This design comes from an exercise in tuning for small area and a short achievable clock period on the open sky130 flow, not from production work. In this exercise RTL edits were held to simulation tests only and were not proved equivalent to the original. Power is estimated from default activity; no workload was simulated.

## flow/design.v (module list and top-level ports; edited modules follow where they fit)
// module pid_controller: 1008 lines
// module pid_fa: 4 lines
// module pid_pg: 4 lines
// module pid_carry16: 24 lines
// module pid_ha: 4 lines
// module top: 23 lines
module top (
  input  logic        clk,
  input  logic        rst_n,
  input  logic [15:0] setpoint,
  input  logic [15:0] feedback,
  input  logic [15:0] Kp,
  input  logic [15:0] Ki,
  input  logic [15:0] Kd,
  input  logic [15:0] clk_prescaler,
  output logic [15:0] control_signal
);
  // ...
==> flow/flow/run.sh <==
#!/bin/bash
# The standard layout, with the port buffers made of plain buf_1 cells
# instead of the delay buffers buffer_ports picks on its own, and a larger
# setup margin for timing repair.
set -euo pipefail
export BUFFER_PORTS_ARGS="-buffer_cell sky130_fd_sc_hd__buf_1"
bash standard.sh SETUP_SLACK_MARGIN=7.5 finish > standard.log 2>&1
==> flow/standard.sh <==
#!/bin/bash
# synth_recipe.tcl (not shown) runs the flow's synth.tcl, then flattens the netlist and writes it again
# the make line also repeats each setting of config.mk as NAME=value (left out here)
make -C /OpenROAD-flow-scripts/flow DESIGN_CONFIG=/design/flow/config.mk WORK_HOME=/design/flow/orfs CLKGATE_MAP_FILE= SYNTH_SCRIPT=/design/flow/synth_recipe.tcl "${@:-finish}"
==> flow/config.mk <==
export PLATFORM = sky130hd
export DESIGN_NAME = top
export DESIGN_NICKNAME = top
export VERILOG_FILES = /design/flow/design.v
export SDC_FILE = /design/flow/constraint.sdc
export NUM_CORES = 4
export LEC_CHECK = 0
export ABC_AREA = 1
export CAP_MARGIN = 20
export CORE_MARGIN = 2
export CORE_UTILIZATION = 40
export SETUP_SLACK_MARGIN = 5
export SLEW_MARGIN = 20
export SYNTH_HIERARCHICAL = 1
export SYNTH_MINIMUM_KEEP_SIZE = 0
==> flow/constraint.sdc <==
create_clock -name core_clock -period 12.5 [get_ports {clk}]
set_input_delay 2.5000 -clock core_clock [delete_from_list [all_inputs] [get_ports {clk}]]
set_output_delay 2.5000 -clock core_clock [all_outputs]
set_load 0.01 [all_outputs]
==> results.yml, run 1 <==
cells_and_area:
  final-nonclk-buf-share: 0.109
  area_of_the_multi_input_gates_mm2: 0.0145
  dominant-cell-class: "multi-input gates"
  number_of_filler_instances_in_the_final_layout: 3704
  area.growth.synth_to_final_pct: 32.9
  final_layout_size_suffix_gt1_frac: 0.281
  final-seq-area_mm2: 0.00288
  area_share_clock_buf_inv: 0.0261
critical_path:
  crit_top_cell: "fa_2"
  depth_of_the_most_critical_reg_to_reg_path: 14
  worst-r2r-setup-slack_ns: 6.91
  critical_path.reg2reg.endpoint: "u_dut.C3[14]"
  worst-endpoint-required_ns: 12.87
cts:
  post_cts.resized_instances: 252
  path_clk_slew_ns: 0.06
logic_synthesis:
  mappedNetlistArea_mm2: 0.0165
  postSynthRegisterBits: 115
  muxShareOfSynthArea: 0
  synth_edf_count: 0
  synth.top_cells.by_area: "fa_1, dfrtp_1, nand2_1"
routing:
  wirelength_um: 54600
  routed-wl-met3_um: 3360
  antenna_violating_nets_post_route: 0
  drc_errors: 0
  m1WireLength_um: 23200
pwr:
  comb_power_share: 0.786
timing:
  fin_worst_hold_slack_ns: 0.494
  timing.final.crit_period_ns: 5.59
  timing.final.crit_share: 0.447
  clock_skew_ns: 0.0103
  timing_max_transition_violations_final: 0
global_routing:
  met3_resource_use_gr: 0.0461
  grt-busiest-layer: "met2"
  gr-usage-met1: 0.344
floorplan:
  io_pins: 114
  floorplan.initialDensity: 0.405
  die_y_um: 207
placed_design:
  dp_worst_setup_slack_ns: 5.65
outcome:
  outcome: "finished clean"
==> run 2, diff against run 1 <==
--- a/flow/flow/run.sh
+++ b/flow/flow/run.sh
@@ -5,3 +5,3 @@
 set -euo pipefail
 export BUFFER_PORTS_ARGS="-buffer_cell sky130_fd_sc_hd__buf_1"
-bash standard.sh SETUP_SLACK_MARGIN=7.5 finish > standard.log 2>&1
+bash standard.sh SETUP_SLACK_MARGIN=5.5 finish > standard.log 2>&1
==> results.yml, run 2 <==
routing:
  drc_errors: 0
  vias_per_cell: 5.11
  wire_per_inst_um: 18.7
  drt-initial-drc-count: 1068
  dr.pass1.iters: 5
  wirelength_um: 49000
  num_vias: 13400
  antenna_violating_nets_post_route: 0
logic_synthesis:
  synth_instances: 1985
  post-synth-top-area-cell: "fa_1"
  synth.yosys.warnings: 10
  async_flop_share: 1.00
  postSynthRegisterBits: 115
  yosysUniqueCellTypes: 43
  synthTopCellsByCount: "nand2_1, fa_1, inv_1"
  synth_edf_count: 0
  synthDominantCellAreaShare: 0.274
  dominantRegCellSynth: "dfrtp_1"
  mappedNetlistArea_mm2: 0.0165
  synth_area_per_cell_um2: 8.31
  synth.top_cells.by_area: "fa_1, dfrtp_1, nand2_1"
  synthMostInstantiatedCell: "nand2_1"
  synth_seq_area_share: 0.175
cts:
  clock_tree.root_cell: "clkbuf_16"
  cts_tree: "yes"
  cts_buffers: 17
  clock_sink_count: 115
  clockBufferDepth: 2
  clk_latency_ns: 0.43
  holdBufCountCts: 0
  path_clk_slew_ns: 0.06
  htree_levels: 4
  post_cts.resized_instances: 0
  postCtsSetupBuffers: 0
floorplan:
  floorplan.initialDensity: 0.405
  core_area_mm2: 0.0407
  die_x_um: 207
  die_y_um: 207
  number_of_rows_in_the_core_area: 74
  die_footprint_mm2: 0.0429
  io_pins: 114
timing:
  clock_skew_ns: 0.0105
  timing.final.crit_share: 0.533
  setup_tns_ns: 0
  timing.final.crit_period_ns: 6.67
  setup_viol: 0
  worstMarginPinSlew_ns: 1.13
  fmaxAchievable_mhz: 150
  postLayoutSetupSlackWorst_ns: 5.83
  final-hold-violation-count: 0
  timing_max_transition_violations_final: 0
  grt_setup_unrepaired: "no"
  worst_slew_margin_rel: 0.239
cells_and_area:
  layout_commonest_cell: "nand2_1"
  finish.cell_count_without_fillers: 2621
  layout.nets: 2484
  design_area_mm2: 0.0180
  number_of_filler_instances_in_the_final_layout: 4093
  area.growth.synth_to_final_pct: 8.89
  final_layout_size_suffix_gt1_frac: 0.0584
  postLayoutCoreUtil: 0.441
  leading_cell_types_in_the_layout_fill_and_taps_excluded: "nand2_1, fa_1, inv_1"
pwr:
  p_leak_nw: 9.49
  irDropWorstVdd_mv: 0.423
  power.density_mw_per_mm2: 227
global_routing:
  vias_in_the_first_global_route: 13500
  first_pass_grt_wire_length_um: 77400
  grt_start_max_net_pins: 71
  initial_antenna_violation_count: 0
  global_route_total_usage_across_every_layer: 0.234
  overflow: 0
critical_path:
  cp_num_buf_inv: 3
  cp.depth: 23
  crit_family: "adder cells"
  worst_setup_path_end_kind: "flip-flop"
  timing.critical_path.from_type: "input port"
  critical_path.cell_chain: "buf_1 > inv_1 > ha_1 > nand2_1 > nand2_2 > nand2_2 > nand2_4 > nand2_4 > nand2_4 > nand2_4 > nand2_4 > nand2_1 > nand2_1 > xnor2_1 > inv_1 > ha_1 > nor2_2 > xnor2_1 > nand2_1 > nand2_1 > fa_1 > fa_1 > fa_1"
  critical_path.reg2reg.endpoint: "u_dut.C3[14]"
  timing_worst_setup_path_type: "in2reg"
  cp_slowest_stage_delay_ns: 0.66
  worst-endpoint-required_ns: 12.80
  maximum_fanout_encountered_on_the_critical_timing_path: 8
  crit_end: "u_dut.C3[15]"
  critPathArrivalTime_ns: 6.97
  depth_of_the_most_critical_reg_to_reg_path: 13
  crit_slowest_cell: "xnor2_1"
  timing.critical_path.from: "feedback[0]"
  worst-r2r-setup-slack_ns: 5.95
  critical_path.reg2reg.startpoint: "u_dut.prev[9]"
placed_design:
  portbufs: 113
  numPlacedInstances: 2588
  hpwl_after_detailed_placement_um: 40100
  placed_cell_area_mm2: 0.0174
  gp_congestion: 0.920
  dp_worst_setup_slack_ns: 5.26
outcome:
  outcome: "finished clean"
flow_run:
  cap_viol_max_count: 0
hold_path:
  hold_path_class: "reg2reg"
run 2: cell counts after synthesis:
Identical to the previous run, type by type.
run 2: through the flow:
step | hold WS, ns | total power, mW
after detailed placement | 0.481 | 3.57
after floorplan | 0.449 | 2.60
after CTS | 0.490 | 4.11
final | 0.483 | 4.08
after global placement | 0.477 | 3.51
after global routing | 0.502 | 4.47
run 2: worst min path at each step:
stage                                    start  depth (start not counted)  slack (ns)              endpoint
after CTS                 u_dut.clk_divider[0]                          1        0.49  u_dut.clk_divider[0]
after global routing      u_dut.clk_divider[0]                          1        0.50  u_dut.clk_divider[0]
after detailed placement  u_dut.clk_divider[0]                          1        0.48  u_dut.clk_divider[0]
after global placement    u_dut.clk_divider[0]                          1        0.48  u_dut.clk_divider[0]
after floorplan           u_dut.clk_divider[0]                          1        0.45  u_dut.clk_divider[0]
final                     u_dut.clk_divider[0]                          1        0.48  u_dut.clk_divider[0]
run 2: cells by family after synthesis:
kind of cell,after synthesis,synth area share
AND/OR/NAND/NOR,790,0.195
adder cells (fa/ha/maj),311,0.339
buffers and inverters,291,0.0740
AO/OA/AOI/OAI,251,0.0893
XOR/XNOR,225,0.128
flip-flops,115,0.175
other,2,0.000456
run 2: cell type report:
cell class,instances,area [µm²],area share
well taps,532,666,0.0371
inverters,231,867,0.0483
clock buffers,17,425,0.0237
multi-input cells,1583,12400,0.692
clock inverters,15,160,0.00892
flip-flops and latches,115,2880,0.161
diodes,1,2.50,0.000139
repair buffers,127,533,0.0297
run 2: per-module statistics from Yosys (local to each module, per instance), excerpt:
module          copies in the design  cells inside  area, µm²
pid_carry16                        3            69        350
pid_fa                           226             1       20.0
pid_ha                             2             1       12.5
pid_pg                            48             1       12.5
pid_controller                     1          1502      10300
run 2: where the power goes:
| part | total, mW | internal (mW) | leakage (nW) | switching, mW |
|---|---|---|---|---|
| combinational | 3.03 | 1.25 | 7.78 | 1.78 |
| clock | 0.484 | 0.267 | 0.286 | 0.217 |
| sequential | 0.569 | 0.500 | 1.43 | 0.0690 |
| total | 4.08 | 2.01 | 9.49 | 2.07 |
run 2: layer usage:
layer  GRT usage  share of wire  wire length (µm)
met3      0.0337          0.056              2760
met5           0              0                 0
met2       0.393           0.48             23800
met1       0.321           0.44             21600
met4      0.0552          0.018               885
==> run 3, diff against run 2 <==
--- a/flow/flow/run.sh
+++ b/flow/flow/run.sh
@@ -5,3 +5,3 @@
 set -euo pipefail
 export BUFFER_PORTS_ARGS="-buffer_cell sky130_fd_sc_hd__buf_1"
-bash standard.sh SETUP_SLACK_MARGIN=5.5 finish > standard.log 2>&1
+bash standard.sh SETUP_SLACK_MARGIN=6.0 finish > standard.log 2>&1
==> results.yml, run 3 <==
outcome:
  outcome: "finished clean"
routing:
  dr.pass1.iters: 6
  antenna_violating_nets_post_route: 0
  vias_per_cell: 5.11
  wirelength_um: 49100
  drt-initial-drc-count: 1095
  drc_errors: 0
  num_vias: 13400
  wire_per_inst_um: 18.7
timing:
  setup_viol: 0
  final-hold-violation-count: 0
  fin_worst_hold_slack_ns: 0.483
  worst_slew_margin_rel: 0.240
  grt_setup_unrepaired: "yes"
  fmaxAchievable_mhz: 157
  timing.final.crit_share: 0.509
  clock_skew_ns: 0.0134
  timing.final.crit_period_ns: 6.36
  worstMarginPinSlew_ns: 1.13
  setup_tns_ns: 0
  timing_max_transition_violations_final: 0
critical_path:
  timing.critical_path.from_type: "input port"
  worst-endpoint-required_ns: 12.81
  maximum_fanout_encountered_on_the_critical_timing_path: 9
  worst_setup_path_end_kind: "flip-flop"
  timing_worst_setup_path_type: "in2reg"
  critPathArrivalTime_ns: 6.67
cts:
  htree_levels: 4
  path_clk_slew_ns: 0.07
  clock_tree.root_cell: "clkbuf_16"
  cts_tree: "yes"
  clockBufferDepth: 2
  cts_buffers: 17
  holdBufCountCts: 0
  clk_latency_ns: 0.44
  clock_sink_count: 115
global_routing:
  first_pass_grt_wire_length_um: 77500
  met3_resource_use_gr: 0.0337
  overflow: 0
  grt.met2_usage: 0.393
  gr-usage-met1: 0.321
  global_route_total_usage_across_every_layer: 0.234
  grt-busiest-layer: "met2"
  vias_in_the_first_global_route: 13600
  grt_start_max_net_pins: 71
  initial_antenna_violation_count: 0
floorplan:
  die_footprint_mm2: 0.0429
  die_y_um: 207
  io_pins: 114
  floorplan.initialDensity: 0.405
  number_of_rows_in_the_core_area: 74
  die_x_um: 207
  core_area_mm2: 0.0407
logic_synthesis:
  synthTopCellsByCount: "nand2_1, fa_1, inv_1"
  post-synth-top-area-cell: "fa_1"
  synth_seq_area_share: 0.175
  synthDominantCellAreaShare: 0.274
  yosysUniqueCellTypes: 43
  dominantRegCellSynth: "dfrtp_1"
  synth.yosys.warnings: 10
  postSynthRegisterBits: 115
  mappedNetlistArea_mm2: 0.0165
  synth.top_cells.by_area: "fa_1, dfrtp_1, nand2_1"
  synth_edf_count: 0
  synth_instances: 1985
  synthMostInstantiatedCell: "nand2_1"
  synth_area_per_cell_um2: 8.31
  async_flop_share: 1.00
placed_design:
  hpwl_after_detailed_placement_um: 40100
  gp_congestion: 0.920
  portbufs: 113
cells_and_area:
  antenna_cells: 0
  postLayoutCoreUtil: 0.443
  final_layout_size_suffix_gt1_frac: 0.0627
  layout_commonest_cell: "nand2_1"
  area.growth.synth_to_final_pct: 9.56
  leading_cell_types_in_the_layout_fill_and_taps_excluded: "nand2_1, fa_1, inv_1"
  layout.nets: 2486
pwr:
  report.power.total_mw: 4.10
  power.density_mw_per_mm2: 227
  p_leak_nw: 9.53
  irDropWorstVdd_mv: 0.424
hold_path:
  hold_path_class: "reg2reg"
flow_run:
  cap_viol_max_count: 0
==> run 3: cell count changes in the layout (fill, tap and decap cells not counted), sizes merged <==
| cell | previous run | this run |
|---|---|---|
| diode | 1 | 0 |
| buf | 126 | 128 |
==> run 3: modules after synthesis (local to each module, per instance), excerpt <==
module | flip-flops and latches | times used | area, µm²
pid_controller | 115 | 1 | 10300
pid_carry16 | 0 | 3 | 350
pid_ha | 0 | 2 | 12.5
pid_fa | 0 | 226 | 20.0
pid_pg | 0 | 48 | 12.5
==> run 3: final timing paths <==
path                                           start              endpoint  slack (ns)  cells after the start
worst max-delay path                     feedback[0]          u_dut.C3[15]        6.14                     24
worst min-delay path            u_dut.clk_divider[0]  u_dut.clk_divider[0]        0.48                      1
worst min register to register  u_dut.clk_divider[0]  u_dut.clk_divider[0]        0.48                      1
worst max register to register         u_dut.prev[9]          u_dut.C3[15]        6.22                     13
min in group asynchronous                      rst_n  u_dut.clk_divider[8]        2.18                      1
max in group asynchronous                      rst_n          u_dut.C3[15]        9.01                      2
==> run 3: cell families (layout without fill, tap and decap cells) <==
family,after synthesis,count (layout),share of synthesized area
XOR/XNOR,225,225,0.128
flip-flops,115,115,0.175
buffers and inverters,291,392,0.0740
adder cells (fa/ha/maj),311,311,0.339
AND/OR/NAND/NOR,790,790,0.195
AO/OA/AOI/OAI,251,251,0.0893
other,2,6,0.000456
==> run 3: cell type report <==
cell class	count	area, µm²
clock buffer	17	425
clock inverter	15	160
fill	4087	22700
inverter	231	867
multi-input combinational	1583	12500
sequential	115	2880
tap	532	666
timing repair buffer	129	568
==> run 3: where the power goes <==
part | leakage (nW) | switching, mW | internal [mW]
logic | 7.82 | 1.79 | 1.26
registers | 1.43 | 0.0696 | 0.500
clock network | 0.286 | 0.218 | 0.267
total | 9.53 | 2.08 | 2.02
==> run 3: worst max-delay path, cell delays in order <==
cell and delay [ns]:
buf_1 0.06, inv_1 0.04, ha_1 0.29, nand2_1 0.07, nand2_2 0.15, nand2_2 0.09
nand2_4 0.12, nand2_4 0.06, nand2_4 0.11, nand2_4 0.06, nand2_4 0.14, nand2_1 0.07
nand2_1 0.08, nand2_1 0.06, nand2_2 0.27, inv_1 0.21, ha_1 0.27, nor2_2 0.31
xnor2_1 0.14, nand2_1 0.10, nand2_1 0.10, fa_1 0.41, fa_1 0.53, fa_1 0.41
==> run 3: what timing repair did <==
action | CTS | global route
cloned | 0 | 0
setup endpoints to repair | 18 | 18
buffers inserted | 0 | 2
pin swaps | 0 | 3
gates resized for setup | 7 | 10
==> run 3: per-stage QoR <==
step,cells,cell area (µm²),setup WS [ns]
2_1_floorplan,1989,16500,6.11
3_3_place_gp,2588,17400,5.40
3_5_place_dp,2588,17400,5.26
4_1_cts,2620,18000,6.01
5_1_grt,2622,18100,5.95
6_report,2622,18100,6.14
==> run 3: per-layer routing <==
layer | wire length [µm] | part of all wire
met5 | 0 | 0
met4 | 996 | 0.020
met1 | 21800 | 0.44
met3 | 2650 | 0.054
met2 | 23700 | 0.48
==> run 4, diff against run 3 <==
--- a/flow/flow/run.sh
+++ b/flow/flow/run.sh
@@ -5,3 +5,3 @@
 set -euo pipefail
 export BUFFER_PORTS_ARGS="-buffer_cell sky130_fd_sc_hd__buf_1"
-bash standard.sh SETUP_SLACK_MARGIN=6.0 finish > standard.log 2>&1
+bash standard.sh SETUP_SLACK_MARGIN=6.5 finish > standard.log 2>&1
==> results.yml, run 4 <==
outcome:
  outcome: "finished clean"
logic_synthesis:
  synth.top_cells.by_area: "fa_1, dfrtp_1, nand2_1"
  mappedNetlistArea_mm2: 0.0165
  synthTopCellsByCount: "nand2_1, fa_1, inv_1"
  dominantRegCellSynth: "dfrtp_1"
  postSynthRegisterBits: 115
  synth_area_per_cell_um2: 8.31
  synthXorXnorAreaFrac: 0.128
  synth_instances: 1985
  muxShareOfSynthArea: 0
  post-synth-top-area-cell: "fa_1"
  synthDominantCellAreaShare: 0.274
  synth-compound-area-share: 0.0893
  synth_adder_area_share: 0.339
  synth_edf_count: 0
  async_flop_share: 1.00
  synthMostInstantiatedCell: "nand2_1"
  synth.yosys.warnings: 10
  synth_seq_area_share: 0.175
  yosysUniqueCellTypes: 43
  synth-simple-area-share: 0.195
  main_combinational_cell_family_by_area_after_synthesis: "adder cells"
cts:
  clock_sink_count: 115
  htree_levels: 4
  cts_tree: "yes"
  cts_buffers: 17
  clk_latency_ns: 0.44
  path_clk_slew_ns: 0.07
  clockBufferDepth: 2
  holdBufCountCts: 0
  clock_tree.root_cell: "clkbuf_16"
timing:
  worstMarginPinSlew_ns: 1.14
  grt_setup_unrepaired: "yes"
  fmaxAchievable_mhz: 169
  clock_skew_ns: 0.0140
  setup_tns_ns: 0
  timing_max_transition_violations_final: 0
  fin_worst_hold_slack_ns: 0.496
  setup_viol: 0
  worst_slew_margin_rel: 0.233
  timing.final.crit_period_ns: 5.91
  final-hold-violation-count: 0
  postLayoutSetupSlackWorst_ns: 6.59
  timing.final.crit_share: 0.472
pwr:
  power.density_mw_per_mm2: 220
  p_leak_nw: 9.80
  irDropWorstVdd_mv: 0.355
hold_path:
  hold_path_class: "reg2reg"
routing:
  wire_per_inst_um: 18.5
  antenna_violating_nets_post_route: 0
  drt-initial-drc-count: 1024
  vias_per_cell: 5.09
  num_vias: 13600
  dr.pass1.iters: 7
  drc_errors: 0
  wirelength_um: 49300
critical_path:
  worst_setup_path_end_kind: "flip-flop"
  critical_path.cell_chain: "buf_1 > nand2_4 > inv_1 > ha_1 > a21o_1 > inv_1 > o21a_1 > nand2_4 > nand2_1 > nand2_1 > xnor2_1 > xnor2_1 > nand2_1 > nand2_1 > fa_1 > fa_1 > fa_1"
  crit_slowest_cell: "fa_1"
  critPathArrivalTime_ns: 6.21
  worst-endpoint-required_ns: 12.80
  maximum_fanout_encountered_on_the_critical_timing_path: 10
  crit_top_cell: "nand2_1"
  timing.critical_path.from_type: "input port"
  timing_worst_setup_path_type: "in2reg"
  cp_slowest_stage_delay_ns: 0.59
cells_and_area:
  final_layout_size_suffix_gt1_frac: 0.0933
  antenna_cells: 0
  postLayoutCoreUtil: 0.459
  leading_cell_types_in_the_layout_fill_and_taps_excluded: "nand2_1, fa_1, inv_1"
  number_of_filler_instances_in_the_final_layout: 3979
  layout.nets: 2528
  layout_commonest_cell: "nand2_1"
  area.growth.synth_to_final_pct: 13.5
  finish.cell_count_without_fillers: 2664
global_routing:
  grt_start_max_net_pins: 64
  vias_in_the_first_global_route: 13500
  global_route_total_usage_across_every_layer: 0.231
  initial_antenna_violation_count: 2
  first_pass_grt_wire_length_um: 76200
  overflow: 0
floorplan:
  core_area_mm2: 0.0407
  number_of_rows_in_the_core_area: 74
  floorplan.initialDensity: 0.405
  die_x_um: 207
  die_y_um: 207
  io_pins: 114
  die_footprint_mm2: 0.0429
flow_run:
  cap_viol_max_count: 0
placed_design:
  portbufs: 113
  numPlacedInstances: 2586
  dp_worst_setup_slack_ns: 5.65
  hpwl_after_detailed_placement_um: 39300
  gp_congestion: 0.903
==> run 4: cell counts after synthesis <==
Identical to the previous run, type by type.
==> run 4: report_power, final <==
group          internal (mW)  switching (mW)  total, mW
registers              0.500          0.0673      0.567
clock network          0.283           0.212      0.494
logic                   1.29            1.77       3.06
total                   2.07            2.05       4.12
==> run 4: kinds of logic after synthesis <==
| kind of cell | after synthesis |
|---|---|
| AND/OR/NAND/NOR | 790 |
| AO/OA/AOI/OAI | 251 |
| flip-flops | 115 |
| adder cells (fa/ha/maj) | 311 |
| other | 2 |
| buffers and inverters | 291 |
| XOR/XNOR | 225 |
==> run 4: critical path, delay by kind of cell <==
kind                     cells  cell delay, ns
AO/OA/AOI/OAI                2            0.36
buffers and inverters        3            0.25
AND/OR/NAND/NOR              6            0.62
adder cells (fa/ha/maj)      4            1.83
XOR/XNOR                     2            0.64
==> run 4: per-layer routing <==
layer | global-route usage | vias to the layer above | wire [µm]
met5 | 0 | - | 25
met4 | 0.0793 | 4 | 1880
met3 | 0.0499 | 102 | 3480
met2 | 0.368 | 470 | 22900
met1 | 0.312 | 6573 | 21000
li1 | - | 6408 | -
==> run 4: stage by stage <==
| stage | power, mW | cell area, µm² |
|---|---|---|
| after global routing | 4.51 | 18700 |
| after floorplan | 2.62 | 16600 |
| after CTS | 4.10 | 18300 |
| final | 4.12 | 18700 |
| after global placement | 3.48 | 17400 |
| after detailed placement | 3.53 | 17400 |
==> run 4: repair_timing <==
action	4_1_cts	5_1_grt
buffers inserted	15	29
resized for setup	26	27
pin swaps	5	12
setup endpoints to repair	22	19
hold endpoints to repair	0	0
cloned	0	2
==> run 4: path summary, 6_finish.rpt <==
path | slack [ns] | depth (start not counted) | to | from
min | 0.50 | 1 | u_dut.clk_divider[0] | u_dut.clk_divider[0]
max in group asynchronous | 9.03 | 2 | u_dut.C3[15] | rst_n
max | 6.59 | 17 | u_dut.C3[15] | Kd[5]
min reg2reg | 0.50 | 1 | u_dut.clk_divider[0] | u_dut.clk_divider[0]
min in group asynchronous | 2.21 | 1 | u_dut.clk_divider[8] | rst_n
max reg2reg | 6.62 | 13 | u_dut.C3[15] | u_dut.prev[9]
==> run 4: per-module statistics from Yosys (local to each module, per instance), excerpt <==
module          flops+latches  cells inside  copies in the design  area [µm²]
pid_carry16                 0            69                     3         350
pid_controller            115          1502                     1       10300
pid_fa                      0             1                   226        20.0
pid_ha                      0             1                     2        12.5
pid_pg                      0             1                    48        12.5
==> run 4: final cells by class <==
class	count	area, µm²	area share
Clock inverter	15	165	0.00883
Timing Repair inverter	1	8.76	0.000468
Multi-Input combinational cell	1583	12700	0.679
Timing Repair Buffer	170	967	0.0517
Tap cell	532	666	0.0356
Inverter	231	886	0.0473
Clock buffer	17	425	0.0227
Sequential cell	115	2880	0.154

[afterwards: timing with drivers on the ports]
No port has a modelled driver above. Below, the same layouts with a new extraction and two added sets of constraints. Step 1 sets driving cells, clkbuf_16 on the clock port and buf_2 on the other inputs (assumed; they add their load-dependent delay and slew). Step 2 times the ports against the registers' clock, not the clock port: input delays grow and output delays shrink by t, the midpoint of the rising clock arrivals with the driver on. Slacks: ideal ports / drivers / drivers and shift; pairs: ideal ports / drivers.
run	shift t [ns]	slack for setup (ns)	hold slack, ns
run 1	0.484	6.907 / 6.907 / 6.426	0.494 / 0.494 / 0.494
run 2	0.481	5.834 / 5.863 / 5.381	0.483 / 0.483 / 0.483
run 3	0.482	6.135 / 6.163 / 5.681	0.483 / 0.483 / 0.483
run 4	0.484	6.594 / 6.569 / 6.140	0.496 / 0.496 / 0.496
After both steps every run listed still meets setup and hold. For run 1, which loses most, drivers alone change the setup slack by 0.000 ns; drivers and shift together by -0.481 ns.
